Background: an optimization exercise with open tools, aiming at small area, a short achievable clock period and few clock cycles per item. Do not read the settings as production practice.
Only simulation tests tie the RTL to the original design; equivalence was not proved.
Power and IR drop assume default switching activity.

==> flow/design.v, too long to show whole: its modules and the start of the top module <==
// module conv_top: 2085 lines
// module conv_fa: 4 lines
// module conv_ha: 4 lines
// module conv_pp3: 3 lines
// module conv_pp2: 3 lines
// module conv_bpp: 3 lines
// module conv_bpp0: 3 lines
// module conv_cy: 3 lines
// module conv_xor2: 3 lines
module conv_top(
    input           clk,
    input           rst_n,
    input           start,
    input   [127:0] feature,
    input   [71:0]  weight,
    output          ready,
    output          done,
    output  [7:0]   c11_sa,
    output  [7:0]   c12_sa,
    output  [7:0]   c21_sa,
    output  [7:0]   c22_sa,
    output  [7:0]   c11_custom,
    output  [7:0]   c12_custom,
    output  [7:0]   c21_custom,
    output  [7:0]   c22_custom,
    output  [7:0]   c11_serial,
    output  [7:0]   c12_serial,
    output  [7:0]   c21_serial,
    output  [7:0]   c22_serial
);
  // ...
==> flow/flow/run.sh <==
#!/bin/bash
# Own flow: the standard layout (standard.sh) unchanged, except that the
# port buffers are plain buffers (buf_2) rather than the cell buffer_ports
# picks by default (clkdlybuf4s50_1, a slow delay cell).
set -euo pipefail
bash standard.sh synth > synth.log 2>&1
bash standard.sh BUFFER_PORTS_ARGS="-buffer_cell sky130_fd_sc_hd__buf_2" finish > layout.log 2>&1
==> flow/standard.sh <==
#!/bin/bash
# synth_recipe.tcl (not shown) runs the flow's synth.tcl, then flattens the netlist and writes it again
# the make line also repeats each setting of config.mk as NAME=value (left out here)
make -C /OpenROAD-flow-scripts/flow DESIGN_CONFIG=/design/flow/config.mk WORK_HOME=/design/flow/orfs CLKGATE_MAP_FILE= SYNTH_SCRIPT=/design/flow/synth_recipe.tcl "${@:-finish}"
==> flow/config.mk <==
export PLATFORM = sky130hd
export DESIGN_NAME = conv_top
export DESIGN_NICKNAME = conv_top
export VERILOG_FILES = /design/flow/design.v
export SDC_FILE = /design/flow/constraint.sdc
export NUM_CORES = 4
export LEC_CHECK = 0
export CAP_MARGIN = 20
export CORE_MARGIN = 2
export CORE_UTILIZATION = 60
export SLEW_MARGIN = 20
export SYNTH_HIERARCHICAL = 1
export SYNTH_MINIMUM_KEEP_SIZE = 0
==> flow/constraint.sdc <==
create_clock -name core_clock -period 10.0 [get_ports {clk}]
set_input_delay 2.0000 -clock core_clock [delete_from_list [all_inputs] [get_ports {clk}]]
set_output_delay 2.0000 -clock core_clock [all_outputs]
set_load 0.01 [all_outputs]
==> results.txt, run 1 <==
Pre-Repair DR Iteration Count 7; Top Family by Delay on Critical Path adder cells; WP buf/inv 1; non-clock buffer share of cell area 0.0856; DP Cell Count 2155; fillcell total 2239; initial antenna violation count 2; syn avg cell area 9.83 µm²; Synth Area in Adders 0.479; I/O pin count roughly 300; RR Startpoint busy_r$_DFF_P_; clock-pin slew on the worst setup and hold paths roughly 70 ps; DRT iter0 DRCs around 1700; # Taps 341; Seq cells post-synth 70; DR WL met3 8610 µm; largest net degree at the start of global routing 67; clock network power 0.393 mW; worst slew pin tran ~910 ps; clk_skew 13.6 ps; Largest regs top_l x8, top_r x8; outcome finished clean; Post-Synth Simple-Gate Area 0.154; worst hold slack roughly 410 ps; multi-input gates 1422; Combinational Power Share 0.838; Seq area share 0.0797; Root Buffer clkbuf_16; capture point of the worst reg-to-reg path q50$_DFF_P_; crit path max-delay cell type mux2_2; CTS tree done; utilization after layout 0.658; Critical Path RT 10230 ps; Core Rows 60
Testbench counts, summed over its fixed seeds: cycles 768, items 256.
==> run 2, diff against run 1 <==
--- a/flow/design.v
+++ b/flow/design.v
@@ -71,16 +71,22 @@
     reg q44;
     reg q45;
     reg q46;
     reg q47;
     reg q48;
     reg q49;
     reg q50;
     reg q51;
+    reg q52;
+    reg q53;
+    reg q54;
+    reg q55;
+    reg q56;
+    reg q57;
     wire [7:0] fw_0_0 = sel ? feature[32 +: 8] : feature[0 +: 8];
     wire [7:0] fw_0_1 = sel ? feature[40 +: 8] : feature[8 +: 8];
     wire [7:0] fw_0_2 = sel ? feature[48 +: 8] : feature[16 +: 8];
     wire [7:0] fw_0_3 = sel ? feature[56 +: 8] : feature[24 +: 8];
     wire [7:0] fw_1_0 = sel ? feature[64 +: 8] : feature[32 +: 8];
     wire [7:0] fw_1_1 = sel ? feature[72 +: 8] : feature[40 +: 8];
     wire [7:0] fw_1_2 = sel ? feature[80 +: 8] : feature[48 +: 8];
     wire [7:0] fw_1_3 = sel ? feature[88 +: 8] : feature[56 +: 8];
@@ -888,55 +894,55 @@
     conv_xor2 xr233(.a(xo210), .b(xo211), .y(xo233));
     wire xo234;
     conv_xor2 xr234(.a(xo212), .b(xo213), .y(xo234));
     wire xo235;
     conv_xor2 xr235(.a(xo214), .b(xo215), .y(xo235));
     wire xo236;
     conv_xor2 xr236(.a(xo216), .b(xo217), .y(xo236));
     wire xo237;
-    conv_xor2 xr237(.a(xo218), .b(xo219), .y(xo237));
+    conv_xor2 xr237(.a(xo218), .b(fc133), .y(xo237));
     wire xo238;
-    conv_xor2 xr238(.a(xo220), .b(xo221), .y(xo238));
+    conv_xor2 xr238(.a(fc134), .b(fc135), .y(xo238));
     wire xo239;
-    conv_xor2 xr239(.a(xo222), .b(xo223), .y(xo239));
+    conv_xor2 xr239(.a(fc136), .b(fc137), .y(xo239));
     wire xo240;
-    conv_xor2 xr240(.a(xo224), .b(xo225), .y(xo240));
+    conv_xor2 xr240(.a(fc138), .b(fc139), .y(xo240));
     wire xo241;
-    conv_xor2 xr241(.a(xo226), .b(xo227), .y(xo241));
+    conv_xor2 xr241(.a(fc140), .b(fc141), .y(xo241));
     wire xo242;
-    conv_xor2 xr242(.a(xo228), .b(xo229), .y(xo242));
+    conv_xor2 xr242(.a(fc142), .b(fc143), .y(xo242));
     wire xo243;
-    conv_xor2 xr243(.a(xo230), .b(xo231), .y(xo243));
+    conv_xor2 xr243(.a(fc144), .b(fc145), .y(xo243));
     wire xo244;
-    conv_xor2 xr244(.a(xo232), .b(xo233), .y(xo244));
+    conv_xor2 xr244(.a(fc146), .b(fc147), .y(xo244));
     wire xo245;
-    conv_xor2 xr245(.a(xo234), .b(xo235), .y(xo245));
+    conv_xor2 xr245(.a(fc148), .b(fc149), .y(xo245));
     wire xo246;
-    conv_xor2 xr246(.a(xo236), .b(fc133), .y(xo246));
+    conv_xor2 xr246(.a(fc150), .b(fc151), .y(xo246));
     wire xo247;
-    conv_xor2 xr247(.a(fc134), .b(fc135), .y(xo247));
+    conv_xor2 xr247(.a(fc152), .b(fc153), .y(xo247));
     wire xo248;
-    conv_xor2 xr248(.a(fc136), .b(fc137), .y(xo248));
+    conv_xor2 xr248(.a(xo219), .b(xo220), .y(xo248));
     wire xo249;
-    conv_xor2 xr249(.a(fc138), .b(fc139), .y(xo249));
+    conv_xor2 xr249(.a(xo221), .b(xo222), .y(xo249));
     wire xo250;
-    conv_xor2 xr250(.a(fc140), .b(fc141), .y(xo250));
+    conv_xor2 xr250(.a(xo223), .b(xo224), .y(xo250));
     wire xo251;
-    conv_xor2 xr251(.a(fc142), .b(fc143), .y(xo251));
+    conv_xor2 xr251(.a(xo225), .b(xo226), .y(xo251));
     wire xo252;
-    conv_xor2 xr252(.a(fc144), .b(fc145), .y(xo252));
+    conv_xor2 xr252(.a(xo227), .b(xo228), .y(xo252));
     wire xo253;
-    conv_xor2 xr253(.a(fc146), .b(fc147), .y(xo253));
+    conv_xor2 xr253(.a(xo229), .b(xo230), .y(xo253));
     wire xo254;
-    conv_xor2 xr254(.a(fc148), .b(fc149), .y(xo254));
+    conv_xor2 xr254(.a(xo231), .b(xo232), .y(xo254));
     wire xo255;
-    conv_xor2 xr255(.a(fc150), .b(fc151), .y(xo255));
+    conv_xor2 xr255(.a(xo233), .b(xo234), .y(xo255));
     wire xo256;
-    conv_xor2 xr256(.a(fc152), .b(fc153), .y(xo256));
+    conv_xor2 xr256(.a(xo235), .b(xo236), .y(xo256));
     wire xo257;
     conv_xor2 xr257(.a(xo237), .b(xo238), .y(xo257));
     wire xo258;
     conv_xor2 xr258(.a(xo239), .b(xo240), .y(xo258));
     wire xo259;
     conv_xor2 xr259(.a(xo241), .b(xo242), .y(xo259));
     wire xo260;
     conv_xor2 xr260(.a(xo243), .b(xo244), .y(xo260));
@@ -948,114 +954,114 @@
     conv_xor2 xr263(.a(xo249), .b(xo250), .y(xo263));
     wire xo264;
     conv_xor2 xr264(.a(xo251), .b(xo252), .y(xo264));
     wire xo265;
     conv_xor2 xr265(.a(xo253), .b(xo254), .y(xo265));
     wire xo266;
     conv_xor2 xr266(.a(xo255), .b(xo256), .y(xo266));
     wire xo267;
-    conv_xor2 xr267(.a(xo257), .b(xo258), .y(xo267));
+    conv_xor2 xr267(.a(fc154), .b(fc155), .y(xo267));
     wire xo268;
-    conv_xor2 xr268(.a(xo259), .b(xo260), .y(xo268));
+    conv_xor2 xr268(.a(fc156), .b(fc157), .y(xo268));
     wire xo269;
-    conv_xor2 xr269(.a(xo261), .b(xo262), .y(xo269));
+    conv_xor2 xr269(.a(fc158), .b(fc159), .y(xo269));
     wire xo270;
-    conv_xor2 xr270(.a(xo263), .b(xo264), .y(xo270));
+    conv_xor2 xr270(.a(fc160), .b(fc161), .y(xo270));
     wire xo271;
-    conv_xor2 xr271(.a(xo265), .b(xo266), .y(xo271));
+    conv_xor2 xr271(.a(fc162), .b(fc163), .y(xo271));
     wire xo272;
-    conv_xor2 xr272(.a(fc154), .b(fc155), .y(xo272));
+    conv_xor2 xr272(.a(fc164), .b(fc165), .y(xo272));
     wire xo273;
-    conv_xor2 xr273(.a(fc156), .b(fc157), .y(xo273));
+    conv_xor2 xr273(.a(fc166), .b(xo257), .y(xo273));
     wire xo274;
-    conv_xor2 xr274(.a(fc158), .b(fc159), .y(xo274));
+    conv_xor2 xr274(.a(xo258), .b(xo259), .y(xo274));
     wire xo275;
-    conv_xor2 xr275(.a(xo267), .b(xo268), .y(xo275));
+    conv_xor2 xr275(.a(xo260), .b(xo261), .y(xo275));
     wire xo276;
-    conv_xor2 xr276(.a(fc160), .b(fc161), .y(xo276));
+    conv_xor2 xr276(.a(xo262), .b(xo263), .y(xo276));
     wire xo277;
-    conv_xor2 xr277(.a(fc162), .b(fc163), .y(xo277));
+    conv_xor2 xr277(.a(xo264), .b(xo265), .y(xo277));
     wire xo278;
-    conv_xor2 xr278(.a(fc164), .b(fc165), .y(xo278));
+    conv_xor2 xr278(.a(xo266), .b(xo267), .y(xo278));
     wire xo279;
-    conv_xor2 xr279(.a(fc166), .b(xo269), .y(xo279));
+    conv_xor2 xr279(.a(xo268), .b(xo269), .y(xo279));
     wire xo280;
     conv_xor2 xr280(.a(xo270), .b(xo271), .y(xo280));
     wire xo281;
     conv_xor2 xr281(.a(xo272), .b(xo273), .y(xo281));
     wire xo282;
     conv_xor2 xr282(.a(xo274), .b(xo275), .y(xo282));
     wire xo283;
     conv_xor2 xr283(.a(xo276), .b(xo277), .y(xo283));
     wire xo284;
-    conv_xor2 xr284(.a(xo278), .b(xo279), .y(xo284));
+    conv_xor2 xr284(.a(fc167), .b(fc168), .y(xo284));
     wire xo285;
-    conv_xor2 xr285(.a(xo280), .b(xo281), .y(xo285));
+    conv_xor2 xr285(.a(fc169), .b(fc170), .y(xo285));
     wire xo286;
-    conv_xor2 xr286(.a(xo282), .b(fc167), .y(xo286));
+    conv_xor2 xr286(.a(fc171), .b(fc172), .y(xo286));
     wire xo287;
-    conv_xor2 xr287(.a(fc168), .b(xo283), .y(xo287));
+    conv_xor2 xr287(.a(xo278), .b(xo279), .y(xo287));
     wire xo288;
-    conv_xor2 xr288(.a(xo284), .b(fc169), .y(xo288));
+    conv_xor2 xr288(.a(fc173), .b(fc174), .y(xo288));
     wire xo289;
-    conv_xor2 xr289(.a(fc170), .b(fc171), .y(xo289));
+    conv_xor2 xr289(.a(xo280), .b(xo281), .y(xo289));
     wire xo290;
-    conv_xor2 xr290(.a(fc172), .b(xo285), .y(xo290));
+    conv_xor2 xr290(.a(xo282), .b(xo283), .y(xo290));
     wire xo291;
-    conv_xor2 xr291(.a(fc173), .b(fc174), .y(xo291));
+    conv_xor2 xr291(.a(xo284), .b(xo285), .y(xo291));
     wire xo292;
     conv_xor2 xr292(.a(xo286), .b(xo287), .y(xo292));
     wire xo293;
     conv_xor2 xr293(.a(xo288), .b(xo289), .y(xo293));
     wire xo294;
-    conv_xor2 xr294(.a(xo290), .b(xo291), .y(xo294));
+    conv_xor2 xr294(.a(xo290), .b(fc175), .y(xo294));
     wire xo295;
-    conv_xor2 xr295(.a(xo292), .b(xo293), .y(xo295));
+    conv_xor2 xr295(.a(fc176), .b(xo291), .y(xo295));
     wire xo296;
-    conv_xor2 xr296(.a(fc175), .b(fc176), .y(xo296));
+    conv_xor2 xr296(.a(xo292), .b(fc177), .y(xo296));
     wire xo297;
-    conv_xor2 xr297(.a(xo294), .b(fc177), .y(xo297));
+    conv_xor2 xr297(.a(fc178), .b(fc179), .y(xo297));
     wire xo298;
-    conv_xor2 xr298(.a(fc178), .b(xo295), .y(xo298));
+    conv_xor2 xr298(.a(xo293), .b(xo294), .y(xo298));
     wire xo299;
-    conv_xor2 xr299(.a(fc179), .b(xo296), .y(xo299));
-    wire xo300;
-    conv_xor2 xr300(.a(xo297), .b(xo298), .y(xo300));
-    wire xo301;
-    conv_xor2 xr301(.a(xo299), .b(xo300), .y(xo301));
-    wire xo302;
-    conv_xor2 xr302(.a(fc180), .b(fc181), .y(xo302));
+    conv_xor2 xr299(.a(xo295), .b(xo296), .y(xo299));
+    wire fs300, fc300;
+    conv_fa fa300(.a(q5), .b(q6), .c(q7), .s(fs300), .co(fc300));
+    wire fs301, fc301;
+    conv_fa fa301(.a(q10), .b(q11), .c(q12), .s(fs301), .co(fc301));
+    wire fs302, fc302;
+    conv_fa fa302(.a(q8), .b(q9), .c(fc300), .s(fs302), .co(fc302));
     wire fs303, fc303;
-    conv_fa fa303(.a(q5), .b(q6), .c(q7), .s(fs303), .co(fc303));
+    conv_fa fa303(.a(q13), .b(q14), .c(q15), .s(fs303), .co(fc303));
     wire fs304, fc304;
-    conv_fa fa304(.a(q10), .b(q11), .c(q12), .s(fs304), .co(fc304));
+    conv_fa fa304(.a(q16), .b(fc301), .c(fs303), .s(fs304), .co(fc304));
     wire fs305, fc305;
-    conv_fa fa305(.a(q8), .b(q9), .c(fc303), .s(fs305), .co(fc305));
+    conv_fa fa305(.a(q17), .b(q18), .c(q19), .s(fs305), .co(fc305));
     wire fs306, fc306;
-    conv_fa fa306(.a(q13), .b(q14), .c(q15), .s(fs306), .co(fc306));
+    conv_fa fa306(.a(q20), .b(q21), .c(q22), .s(fs306), .co(fc306));
     wire fs307, fc307;
-    conv_fa fa307(.a(q16), .b(fc304), .c(fs306), .s(fs307), .co(fc307));
-    wire fs308, fc308;
-    conv_fa fa308(.a(q17), .b(q18), .c(q19), .s(fs308), .co(fc308));
-    wire fs309, fc309;
-    conv_fa fa309(.a(q20), .b(q21), .c(q22), .s(fs309), .co(fc309));
-    wire fs310, fc310;
-    conv_fa fa310(.a(fc306), .b(fs308), .c(fs309), .s(fs310), .co(fc310));
+    conv_fa fa307(.a(fc303), .b(fs305), .c(fs306), .s(fs307), .co(fc307));
+    wire xo308;
+    conv_xor2 xr308(.a(q23), .b(q24), .y(xo308));
+    wire xo309;
+    conv_xor2 xr309(.a(q25), .b(q26), .y(xo309));
+    wire xo310;
+    conv_xor2 xr310(.a(q27), .b(q28), .y(xo310));
     wire xo311;
-    conv_xor2 xr311(.a(q23), .b(q24), .y(xo311));
+    conv_xor2 xr311(.a(xo308), .b(xo309), .y(xo311));
     wire xo312;
-    conv_xor2 xr312(.a(q25), .b(xo311), .y(xo312));
+    conv_xor2 xr312(.a(xo310), .b(fc305), .y(xo312));
     wire xo313;
-    conv_xor2 xr313(.a(xo312), .b(fc308), .y(xo313));
+    conv_xor2 xr313(.a(fc306), .b(xo311), .y(xo313));
     wire xo314;
-    conv_xor2 xr314(.a(fc309), .b(xo313), .y(xo314));
+    conv_xor2 xr314(.a(xo312), .b(xo313), .y(xo314));
     wire xo315;
-    conv_xor2 xr315(.a(xo314), .b(fc310), .y(xo315));
-    wire [7:0] fin330 = ~({xo315, fc307, fc305, fs304, fs303, q3, q1, q0} + {1'b0, fs310, fs307, fs305, 1'b0, q4, q2, 1'b0});
+    conv_xor2 xr315(.a(fc307), .b(xo314), .y(xo315));
+    wire [7:0] fin330 = ~({xo315, fc304, fc302, fs301, fs300, q3, q1, q0} + {1'b0, fs307, fs304, fs302, 1'b0, q4, q2, 1'b0});
     wire pp331 = ~(fw_0_1[0] & weight[0]);
     wire pp332 = ~(fw_0_1[0] & weight[1]);
     wire pp333 = ~(fw_0_1[0] & weight[2]);
     wire pp334 = ~(fw_0_1[0] & weight[3]);
     wire pp335 = ~(fw_0_1[0] & weight[4]);
     wire pp336 = ~(fw_0_1[0] & weight[5]);
     wire pp337 = ~(fw_0_1[0] & weight[6]);
     wire pp338 = ~(fw_0_1[0] & weight[7]);
@@ -1851,55 +1857,55 @@
     conv_xor2 xr550(.a(xo527), .b(xo528), .y(xo550));
     wire xo551;
     conv_xor2 xr551(.a(xo529), .b(xo530), .y(xo551));
     wire xo552;
     conv_xor2 xr552(.a(xo531), .b(xo532), .y(xo552));
     wire xo553;
     conv_xor2 xr553(.a(xo533), .b(xo534), .y(xo553));
     wire xo554;
-    conv_xor2 xr554(.a(xo535), .b(xo536), .y(xo554));
+    conv_xor2 xr554(.a(xo535), .b(fc450), .y(xo554));
     wire xo555;
-    conv_xor2 xr555(.a(xo537), .b(xo538), .y(xo555));
+    conv_xor2 xr555(.a(fc451), .b(fc452), .y(xo555));
     wire xo556;
-    conv_xor2 xr556(.a(xo539), .b(xo540), .y(xo556));
+    conv_xor2 xr556(.a(fc453), .b(fc454), .y(xo556));
     wire xo557;
-    conv_xor2 xr557(.a(xo541), .b(xo542), .y(xo557));
+    conv_xor2 xr557(.a(fc455), .b(fc456), .y(xo557));
     wire xo558;
-    conv_xor2 xr558(.a(xo543), .b(xo544), .y(xo558));
+    conv_xor2 xr558(.a(fc457), .b(fc458), .y(xo558));
     wire xo559;
-    conv_xor2 xr559(.a(xo545), .b(xo546), .y(xo559));
+    conv_xor2 xr559(.a(fc459), .b(fc460), .y(xo559));
     wire xo560;
-    conv_xor2 xr560(.a(xo547), .b(xo548), .y(xo560));
+    conv_xor2 xr560(.a(fc461), .b(fc462), .y(xo560));
     wire xo561;
-    conv_xor2 xr561(.a(xo549), .b(xo550), .y(xo561));
+    conv_xor2 xr561(.a(fc463), .b(fc464), .y(xo561));
     wire xo562;
-    conv_xor2 xr562(.a(xo551), .b(xo552), .y(xo562));
+    conv_xor2 xr562(.a(fc465), .b(fc466), .y(xo562));
     wire xo563;
-    conv_xor2 xr563(.a(xo553), .b(fc450), .y(xo563));
+    conv_xor2 xr563(.a(fc467), .b(fc468), .y(xo563));
     wire xo564;
-    conv_xor2 xr564(.a(fc451), .b(fc452), .y(xo564));
+    conv_xor2 xr564(.a(fc469), .b(fc470), .y(xo564));
     wire xo565;
-    conv_xor2 xr565(.a(fc453), .b(fc454), .y(xo565));
+    conv_xor2 xr565(.a(xo536), .b(xo537), .y(xo565));
     wire xo566;
-    conv_xor2 xr566(.a(fc455), .b(fc456), .y(xo566));
+    conv_xor2 xr566(.a(xo538), .b(xo539), .y(xo566));
     wire xo567;
-    conv_xor2 xr567(.a(fc457), .b(fc458), .y(xo567));
+    conv_xor2 xr567(.a(xo540), .b(xo541), .y(xo567));
     wire xo568;
-    conv_xor2 xr568(.a(fc459), .b(fc460), .y(xo568));
+    conv_xor2 xr568(.a(xo542), .b(xo543), .y(xo568));
     wire xo569;
-    conv_xor2 xr569(.a(fc461), .b(fc462), .y(xo569));
+    conv_xor2 xr569(.a(xo544), .b(xo545), .y(xo569));
     wire xo570;
-    conv_xor2 xr570(.a(fc463), .b(fc464), .y(xo570));
+    conv_xor2 xr570(.a(xo546), .b(xo547), .y(xo570));
     wire xo571;
-    conv_xor2 xr571(.a(fc465), .b(fc466), .y(xo571));
+    conv_xor2 xr571(.a(xo548), .b(xo549), .y(xo571));
     wire xo572;
-    conv_xor2 xr572(.a(fc467), .b(fc468), .y(xo572));
+    conv_xor2 xr572(.a(xo550), .b(xo551), .y(xo572));
     wire xo573;
-    conv_xor2 xr573(.a(fc469), .b(fc470), .y(xo573));
+    conv_xor2 xr573(.a(xo552), .b(xo553), .y(xo573));
     wire xo574;
     conv_xor2 xr574(.a(xo554), .b(xo555), .y(xo574));
     wire xo575;
     conv_xor2 xr575(.a(xo556), .b(xo557), .y(xo575));
     wire xo576;
     conv_xor2 xr576(.a(xo558), .b(xo559), .y(xo576));
     wire xo577;
     conv_xor2 xr577(.a(xo560), .b(xo561), .y(xo577));
@@ -1911,114 +1917,114 @@
     conv_xor2 xr580(.a(xo566), .b(xo567), .y(xo580));
     wire xo581;
     conv_xor2 xr581(.a(xo568), .b(xo569), .y(xo581));
     wire xo582;
     conv_xor2 xr582(.a(xo570), .b(xo571), .y(xo582));
     wire xo583;
     conv_xor2 xr583(.a(xo572), .b(xo573), .y(xo583));
     wire xo584;
-    conv_xor2 xr584(.a(xo574), .b(xo575), .y(xo584));
+    conv_xor2 xr584(.a(fc471), .b(fc472), .y(xo584));
     wire xo585;
-    conv_xor2 xr585(.a(xo576), .b(xo577), .y(xo585));
+    conv_xor2 xr585(.a(fc473), .b(fc474), .y(xo585));
     wire xo586;
-    conv_xor2 xr586(.a(xo578), .b(xo579), .y(xo586));
+    conv_xor2 xr586(.a(fc475), .b(fc476), .y(xo586));
     wire xo587;
-    conv_xor2 xr587(.a(xo580), .b(xo581), .y(xo587));
+    conv_xor2 xr587(.a(fc477), .b(fc478), .y(xo587));
     wire xo588;
-    conv_xor2 xr588(.a(xo582), .b(xo583), .y(xo588));
+    conv_xor2 xr588(.a(fc479), .b(fc480), .y(xo588));
     wire xo589;
-    conv_xor2 xr589(.a(fc471), .b(fc472), .y(xo589));
+    conv_xor2 xr589(.a(fc481), .b(fc482), .y(xo589));
     wire xo590;
-    conv_xor2 xr590(.a(fc473), .b(fc474), .y(xo590));
+    conv_xor2 xr590(.a(fc483), .b(xo574), .y(xo590));
     wire xo591;
-    conv_xor2 xr591(.a(fc475), .b(fc476), .y(xo591));
+    conv_xor2 xr591(.a(xo575), .b(xo576), .y(xo591));
     wire xo592;
-    conv_xor2 xr592(.a(xo584), .b(xo585), .y(xo592));
+    conv_xor2 xr592(.a(xo577), .b(xo578), .y(xo592));
     wire xo593;
-    conv_xor2 xr593(.a(fc477), .b(fc478), .y(xo593));
+    conv_xor2 xr593(.a(xo579), .b(xo580), .y(xo593));
     wire xo594;
-    conv_xor2 xr594(.a(fc479), .b(fc480), .y(xo594));
+    conv_xor2 xr594(.a(xo581), .b(xo582), .y(xo594));
     wire xo595;
-    conv_xor2 xr595(.a(fc481), .b(fc482), .y(xo595));
+    conv_xor2 xr595(.a(xo583), .b(xo584), .y(xo595));
     wire xo596;
-    conv_xor2 xr596(.a(fc483), .b(xo586), .y(xo596));
+    conv_xor2 xr596(.a(xo585), .b(xo586), .y(xo596));
     wire xo597;
     conv_xor2 xr597(.a(xo587), .b(xo588), .y(xo597));
     wire xo598;
     conv_xor2 xr598(.a(xo589), .b(xo590), .y(xo598));
     wire xo599;
     conv_xor2 xr599(.a(xo591), .b(xo592), .y(xo599));
     wire xo600;
     conv_xor2 xr600(.a(xo593), .b(xo594), .y(xo600));
     wire xo601;
-    conv_xor2 xr601(.a(xo595), .b(xo596), .y(xo601));
+    conv_xor2 xr601(.a(fc484), .b(fc485), .y(xo601));
     wire xo602;
-    conv_xor2 xr602(.a(xo597), .b(xo598), .y(xo602));
+    conv_xor2 xr602(.a(fc486), .b(fc487), .y(xo602));
     wire xo603;
-    conv_xor2 xr603(.a(xo599), .b(fc484), .y(xo603));
+    conv_xor2 xr603(.a(fc488), .b(fc489), .y(xo603));
     wire xo604;
-    conv_xor2 xr604(.a(fc485), .b(xo600), .y(xo604));
+    conv_xor2 xr604(.a(xo595), .b(xo596), .y(xo604));
     wire xo605;
-    conv_xor2 xr605(.a(xo601), .b(fc486), .y(xo605));
+    conv_xor2 xr605(.a(fc490), .b(fc491), .y(xo605));
     wire xo606;
-    conv_xor2 xr606(.a(fc487), .b(fc488), .y(xo606));
+    conv_xor2 xr606(.a(xo597), .b(xo598), .y(xo606));
     wire xo607;
-    conv_xor2 xr607(.a(fc489), .b(xo602), .y(xo607));
+    conv_xor2 xr607(.a(xo599), .b(xo600), .y(xo607));
     wire xo608;
-    conv_xor2 xr608(.a(fc490), .b(fc491), .y(xo608));
+    conv_xor2 xr608(.a(xo601), .b(xo602), .y(xo608));
     wire xo609;
     conv_xor2 xr609(.a(xo603), .b(xo604), .y(xo609));
     wire xo610;
     conv_xor2 xr610(.a(xo605), .b(xo606), .y(xo610));
     wire xo611;
-    conv_xor2 xr611(.a(xo607), .b(xo608), .y(xo611));
+    conv_xor2 xr611(.a(xo607), .b(fc492), .y(xo611));
     wire xo612;
-    conv_xor2 xr612(.a(xo609), .b(xo610), .y(xo612));
+    conv_xor2 xr612(.a(fc493), .b(xo608), .y(xo612));
     wire xo613;
-    conv_xor2 xr613(.a(fc492), .b(fc493), .y(xo613));
+    conv_xor2 xr613(.a(xo609), .b(fc494), .y(xo613));
     wire xo614;
-    conv_xor2 xr614(.a(xo611), .b(fc494), .y(xo614));
+    conv_xor2 xr614(.a(fc495), .b(fc496), .y(xo614));
     wire xo615;
-    conv_xor2 xr615(.a(fc495), .b(xo612), .y(xo615));
+    conv_xor2 xr615(.a(xo610), .b(xo611), .y(xo615));
     wire xo616;
-    conv_xor2 xr616(.a(fc496), .b(xo613), .y(xo616));
-    wire xo617;
-    conv_xor2 xr617(.a(xo614), .b(xo615), .y(xo617));
-    wire xo618;
-    conv_xor2 xr618(.a(xo616), .b(xo617), .y(xo618));
-    wire xo619;
-    conv_xor2 xr619(.a(fc497), .b(fc498), .y(xo619));
+    conv_xor2 xr616(.a(xo612), .b(xo613), .y(xo616));
+    wire fs617, fc617;
+    conv_fa fa617(.a(q34), .b(q35), .c(q36), .s(fs617), .co(fc617));
+    wire fs618, fc618;
+    conv_fa fa618(.a(q37), .b(q38), .c(q39), .s(fs618), .co(fc618));
+    wire fs619, fc619;
+    conv_fa fa619(.a(q40), .b(q41), .c(fc617), .s(fs619), .co(fc619));
     wire fs620, fc620;
-    conv_fa fa620(.a(q31), .b(q32), .c(q33), .s(fs620), .co(fc620));
+    conv_fa fa620(.a(q42), .b(q43), .c(q44), .s(fs620), .co(fc620));
     wire fs621, fc621;
-    conv_fa fa621(.a(q34), .b(q35), .c(q36), .s(fs621), .co(fc621));
+    conv_fa fa621(.a(q45), .b(fc618), .c(fs620), .s(fs621), .co(fc621));
     wire fs622, fc622;
-    conv_fa fa622(.a(q37), .b(q38), .c(fc620), .s(fs622), .co(fc622));
+    conv_fa fa622(.a(q46), .b(q47), .c(q48), .s(fs622), .co(fc622));
     wire fs623, fc623;
-    conv_fa fa623(.a(q39), .b(q40), .c(q41), .s(fs623), .co(fc623));
+    conv_fa fa623(.a(q49), .b(q50), .c(q51), .s(fs623), .co(fc623));
     wire fs624, fc624;
-    conv_fa fa624(.a(q42), .b(fc621), .c(fs623), .s(fs624), .co(fc624));
-    wire fs625, fc625;
-    conv_fa fa625(.a(q43), .b(q44), .c(q45), .s(fs625), .co(fc625));
-    wire fs626, fc626;
-    conv_fa fa626(.a(q46), .b(q47), .c(q48), .s(fs626), .co(fc626));
-    wire fs627, fc627;
-    conv_fa fa627(.a(fc623), .b(fs625), .c(fs626), .s(fs627), .co(fc627));
+    conv_fa fa624(.a(fc620), .b(fs622), .c(fs623), .s(fs624), .co(fc624));
+    wire xo625;
+    conv_xor2 xr625(.a(q52), .b(q53), .y(xo625));
+    wire xo626;
+    conv_xor2 xr626(.a(q54), .b(q55), .y(xo626));
+    wire xo627;
+    conv_xor2 xr627(.a(q56), .b(q57), .y(xo627));
     wire xo628;
-    conv_xor2 xr628(.a(q49), .b(q50), .y(xo628));
+    conv_xor2 xr628(.a(xo625), .b(xo626), .y(xo628));
     wire xo629;
-    conv_xor2 xr629(.a(q51), .b(xo628), .y(xo629));
+    conv_xor2 xr629(.a(xo627), .b(fc622), .y(xo629));
     wire xo630;
-    conv_xor2 xr630(.a(xo629), .b(fc625), .y(xo630));
+    conv_xor2 xr630(.a(fc623), .b(xo628), .y(xo630));
     wire xo631;
-    conv_xor2 xr631(.a(fc626), .b(xo630), .y(xo631));
+    conv_xor2 xr631(.a(xo629), .b(xo630), .y(xo631));
     wire xo632;
-    conv_xor2 xr632(.a(xo631), .b(fc627), .y(xo632));
-    wire [7:0] fin661 = ~({xo632, fc624, fc622, fs621, fs620, q29, q27, q26} + {1'b0, fs627, fs624, fs622, 1'b0, q30, q28, 1'b0});
+    conv_xor2 xr632(.a(fc624), .b(xo631), .y(xo632));
+    wire [7:0] fin661 = ~({xo632, fc621, fc619, fs618, fs617, q32, q30, q29} + {1'b0, fs624, fs621, fs619, 1'b0, q33, q31, 1'b0});
     always @(posedge clk) begin
         busy_r <= rst_n & start & ready;
         done_r <= rst_n & busy_r;
         q0 <= fs3;
         q1 <= fs12;
         q2 <= fs13;
         q3 <= fs30;
         q4 <= fs31;
@@ -2035,45 +2041,51 @@
         q15 <= fs131;
         q16 <= fs132;
         q17 <= fs179;
         q18 <= fc132;
         q19 <= fc131;
         q20 <= fs180;
         q21 <= fs181;
         q22 <= fs182;
-        q23 <= fc182;
-        q24 <= xo301;
-        q25 <= xo302;
-        q26 <= fs320;
-        q27 <= fs329;
-        q28 <= fs330;
-        q29 <= fs347;
-        q30 <= fs348;
-        q31 <= fc348;
-        q32 <= fs373;
-        q33 <= fs374;
-        q34 <= fc373;
-        q35 <= fs406;
-        q36 <= fs405;
-        q37 <= fc374;
-        q38 <= fs407;
-        q39 <= fs447;
-        q40 <= fc407;
-        q41 <= fs448;
-        q42 <= fs449;
-        q43 <= fs496;
-        q44 <= fc449;
-        q45 <= fc448;
-        q46 <= fs497;
-        q47 <= fs498;
-        q48 <= fs499;
-        q49 <= fc499;
-        q50 <= xo618;
-        q51 <= xo619;
+        q23 <= xo297;
+        q24 <= fc180;
+        q25 <= fc181;
+        q26 <= fc182;
+        q27 <= xo298;
+        q28 <= xo299;
+        q29 <= fs320;
+        q30 <= fs329;
+        q31 <= fs330;
+        q32 <= fs347;
+        q33 <= fs348;
+        q34 <= fc348;
+        q35 <= fs373;
+        q36 <= fs374;
+        q37 <= fc373;
+        q38 <= fs406;
+        q39 <= fs405;
+        q40 <= fc374;
+        q41 <= fs407;
+        q42 <= fs447;
+        q43 <= fc407;
+        q44 <= fs448;
+        q45 <= fs449;
+        q46 <= fs496;
+        q47 <= fc449;
+        q48 <= fc448;
+        q49 <= fs497;
+        q50 <= fs498;
+        q51 <= fs499;
+        q52 <= xo614;
+        q53 <= fc497;
+        q54 <= fc498;
+        q55 <= fc499;
+        q56 <= xo615;
+        q57 <= xo616;
         top_l  <= {fin330[7], fin330[6], fin330[5], fin330[4], fin330[3], fin330[2], fin330[1], fin330[0]};
         top_r  <= {fin661[7], fin661[6], fin661[5], fin661[4], fin661[3], fin661[2], fin661[1], fin661[0]};
     end
     assign r11 = top_l;
     assign r12 = top_r;
     assign r21 = {fin330[7], fin330[6], fin330[5], fin330[4], fin330[3], fin330[2], fin330[1], fin330[0]};
     assign r22 = {fin661[7], fin661[6], fin661[5], fin661[4], fin661[3], fin661[2], fin661[1], fin661[0]};
     assign ready = ~(busy_r | done_r);
@@ -2082,30 +2094,11 @@
     assign c12_sa = r12;     assign c12_custom = r12;     assign c12_serial = r12;
     assign c21_sa = r21;     assign c21_custom = r21;     assign c21_serial = r21;
     assign c22_sa = r22;     assign c22_custom = r22;     assign c22_serial = r22;
 endmodule
 module conv_fa(input a, input b, input c, output s, output co);
     assign s  = a ^ b ^ c;
     assign co = (a & b) | (a & c) | (b & c);
 endmodule
-module conv_ha(input a, input b, output s, output co);
-    assign s  = a ^ b;
-    assign co = a & b;
-endmodule
-module conv_pp3(input s1, input a, input s2, input b, input s3, input c, output y);
-    assign y = ~((s1 & a) | (s2 & b) | (s3 & c));
-endmodule
-module conv_pp2(input s1, input a, input s3, input c, output y);
-    assign y = ~((s1 & a) | (s3 & c));
-endmodule
-module conv_bpp(input one, input two, input neg, input a, input b, output y);
-    assign y = ((a & one) | (b & two)) ^ neg;
-endmodule
-module conv_bpp0(input one, input neg, input a, output y);
-    assign y = (a & one) ^ neg;
-endmodule
-module conv_cy(input a, input b, input t, input c, output co);
-    assign co = (a & b) | (t & c);
-endmodule
 module conv_xor2(input a, input b, output y);
     assign y = a ^ b;
 endmodule
==> flow/config.mk (replaced) <==
export PLATFORM = sky130hd
export DESIGN_NAME = conv_top
export DESIGN_NICKNAME = conv_top
export VERILOG_FILES = /design/flow/design.v
export SDC_FILE = /design/flow/constraint.sdc
export NUM_CORES = 4
export LEC_CHECK = 0
export CAP_MARGIN = 20
export CORE_MARGIN = 2
export CORE_UTILIZATION = 60
export SETUP_SLACK_MARGIN = 5.0
export SLEW_MARGIN = 20
export SYNTH_HIERARCHICAL = 1
export SYNTH_MINIMUM_KEEP_SIZE = 0
==> run 2 against run 1 <==
Still clean on timing, DRC and antenna. Non-clock buffer count stayed put. First-iteration DRC count is 6.2% lower. Combinational power is 4% lower. Hold slack worse by 0.99 ps. Power is 2.4% lower. Die area is 0.72% higher. Core utilization is 0.21 points higher.
==> results.txt, run 2 <==
RR Startpoint busy_r$_DFF_P_; Yosys Warn Count 7; Core Rows 60 (unchanged); Final TNS setup 0 ps; reg2reg path depth 8; maximum VDD drop 0.000491 V; Syn Nets 2263; ANT nets after route 0; total setup buffers inserted after CTS 0; Max Clk Rate 0.202 GHz; RePlAce Congestion 1.01; DRT iter0 DRCs 1566 (-6.2%); R2R Setup Slk 5380 ps; H-tree depth 3; vias in the first global route roughly 14000; RSZ-0062 raised after global routing true; Largest regs top_l x8, top_r x8; WP depth 8; leakage approximately 7.3 nW; Root Buffer clkbuf_16; largest net degree at the start of global routing 74 (+10%); Combinational Power Share 0.827 (-0.011); Worst-Skew Late Latency 360 ps; startpoint types primary input; vias 13400; net switching power 3.02 mW; final cycle utilization of the critical path 0.495; Synth area leaders fa_1 47%, nand2_1 15%, xor2_1 13%; Clk pwr share 0.066; Seq/Total Area, Yosys 0.0926; CORE AREA approximately 27000 µm²; Top Family by Delay on Critical Path adder cells; share of the synthesized area in the top cell type 0.468; clk_skew 10.3 ps (-3.31 ps); global-route wire length before repair 87100 µm; initial antenna violation count 0 (-2); classification of the worst setup path primary input to flip-flop; final slew viol count 0; routed len/inst 27.9 µm; power per cell area between 300 and 400 nW/µm²; Seq cells post-synth 76 (+8.6%); Mapped Area about 16000 µm²; most frequent cells in the layout 645 x nand2_1, 383 x fa_1, 299 x buf_2; crit path DAT 5180 ps; die width 170 µm; nets 2428; commonest cells in the netlist 646 x nand2_1, 384 x fa_1, 253 x xor2_1; HP Class flip-flop to flip-flop; clk sinks 76; syn avg cell area 9.87 µm² (+0.37%); Via density 6.13; asr flop ratio synth 0; top cell type by total area after synthesis fa_1; CTS Buf Count 9; gr ovfl total 0; Area growth syn-to-layout 8.17%; DIE AREA 28700 µm²; capture point of the worst path q45$_DFF_P_; Period minus WS final 4950 ps; slew margin rel. 0.499; Hold-fix buffers, CTS 0; Setup crit start feature[42]; commonest non-fill, non-tap cell in the layout nand2_1; count leader, synth nand2_1; CTS tree done; final hold violations 0; Internal 2.89 mW; Worst setup EP type flip-flop; utilization after layout 0.660 (+0.00214); outcome finished clean; Most used DFF post-synth dfxtp_1; Critical Path Most Common Cell fa_1; CP cell instances buf_2 -> mux2_2 -> nand2_1 -> fa_1 -> fa_1 -> fa_1 -> fa_1 -> fa_1; Port Buf Inserts 300; crit path max-delay cell type fa_1; capture point of the worst reg-to-reg path q45$_DFF_P_; WP buf/inv 1 (unchanged); worst slew pin tran 751 ps (-164 ps); Post-Syn Instances 1666; fillcell total 2243 (+0.18%); EDFF count, synth 0; slowest stage delay, CP 580 ps; sw frac 0.511; maximum buffer depth of the clock tree 2; total power draw 5.91 mW; GRT Total Usage 0.434; DIE HEIGHT 170 µm; worst hold slack 406 ps (-0.988 ps); DRC Markers 0; wirelength, routed around 60000 µm; clock-pin slew on the worst setup and hold paths 70 ps (about the same); Max FO, Critical Path 12; layout cells sized above 1 0.226; Initial Utilization 0.610; Flop pwr share 0.107; final setup violation count 0; # Max-Cap Violations 0; Critical Path RT 10230 ps (about the same); Final HPWL DP 46200 µm; I/O pin count 301 (unchanged); Synth cell types 28; Pre-Repair DR Iteration Count 6 (-1)
## run 2: cell types whose count changed after synthesis, sizes merged
cell / delta
dfxtp: +6
## run 2: worst register-to-register path: stages, from the launching register on
cell and delay, ps:
dfxtp_4 600, buf_6 630, mux2_2 630, nand2_1 160, fa_1 480, fa_1 480
fa_1 520, fa_1 580, fa_1 410
## run 2: layout make-up
class | instances | area (µm²) | share of cell area
clock buffers | 10 | 250 | 0.0141
diodes | 1 | 2.50 | 0.000141
flip-flops and latches | 76 | 1530 | 0.0858
clock inverters | 5 | 82.6 | 0.00464
well taps | 341 | 427 | 0.0240
multi-input cells | 1422 | 13900 | 0.782
repair buffers | 301 | 1520 | 0.0852
inverters | 21 | 78.8 | 0.00443
## run 2: layer usage
layer  global-route usage  part of all wire  vias to the layer above
li1                     -                 -                     5308
met1                0.563              0.36                     6542
met2                0.636              0.42                     1234
met3                0.159              0.15                      268
met4                0.240             0.071                        0
met5                    0                 0                        -
## run 2: worst min path at each step
stage	startpoint	end	slack, ps	depth (start not counted)
finish	q29$_DFF_P_	top_r[0]$_DFF_P_	410	1
global route	q29$_DFF_P_	top_r[0]$_DFF_P_	430	1
CTS	q29$_DFF_P_	top_r[0]$_DFF_P_	410	1
detailed placement	q29$_DFF_P_	top_r[0]$_DFF_P_	400	1
global placement	q29$_DFF_P_	top_r[0]$_DFF_P_	390	1
floorplan	q0$_DFF_P_	top_l[0]$_DFF_P_	440	1
## run 2: stage by stage
step                      worst slack (ps)  instances  cell area, µm²
final                                 5050       2177           17800
after CTS                             5010       2176           17700
after global placement                4700       2161           17400
after detailed placement              4640       2161           17400
after floorplan                       5000       1666           16500
after global routing                  4990       2176           17800
## run 2: cells by family after synthesis
family	Yosys count	synth area share
fa+ha+maj	394	0.475
compound gates	10	0.00343
xor+xnor	260	0.139
flops	76	0.0926
simple gates	662	0.153
buf+inv	168	0.0640
mux	96	0.0731
## run 2: power by group through the flow
| stage | Clock [mW] | Sequential [mW] | Combinational, mW |
|---|---|---|---|
| 2_1_floorplan | 0 | 0.643 | 4.02 |
| 3_3_place_gp | 0 | 0.637 | 4.78 |
| 3_5_place_dp | 0 | 0.642 | 4.90 |
| 4_1_cts | 0.393 | 0.635 | 4.91 |
| 5_1_grt | 0.404 | 0.655 | 5.45 |
| 6_report | 0.388 | 0.633 | 4.89 |
## run 2: modules after synthesis (local to each module, per instance)
module	flops+latches	cells
conv_fa	0	1
conv_top	76	1034
conv_xor2	0	1
## run 2: timing repair
action	CTS	global route
resized for setup	1	10
hold endpoints to repair	0	0
endpoints found under the setup margin	1	13
cloned	0	0
Testbench counts of run 2, summed over its fixed seeds: cycles 768, items 256.

==> port drivers added, routing unchanged <==
Ports are ideal in the flow. The routed layouts listed here were re-timed in OpenROAD. Step 1 sets driving cells, clkbuf_16 on the clock port and buf_2 on the other inputs (assumed; they add their load-dependent delay and slew). Step 2 times the ports against the registers' clock, not the clock port: input delays grow and output delays shrink by t, the midpoint of the rising clock arrivals with the driver on. Three values: ideal, step 1, step 2; two values: the first two.
run | t, ns | setup WS [ns] | hold WS [ns] | clock arrival spread, ns | cell pins on the clock port's net
run 1 | 0.395 | 4.842 / 4.870 / 4.475 | 0.407 / 0.407 / 0.407 | 0.014 / 0.014 | 1
run 2 | 0.403 | 5.054 / 5.078 / 4.675 | 0.406 / 0.406 / 0.406 | 0.010 / 0.010 | 1
After both steps every run listed still meets setup and hold. For run 2, which loses most, drivers alone change the setup slack by +0.024 ns; drivers and shift together by -0.379 ns.
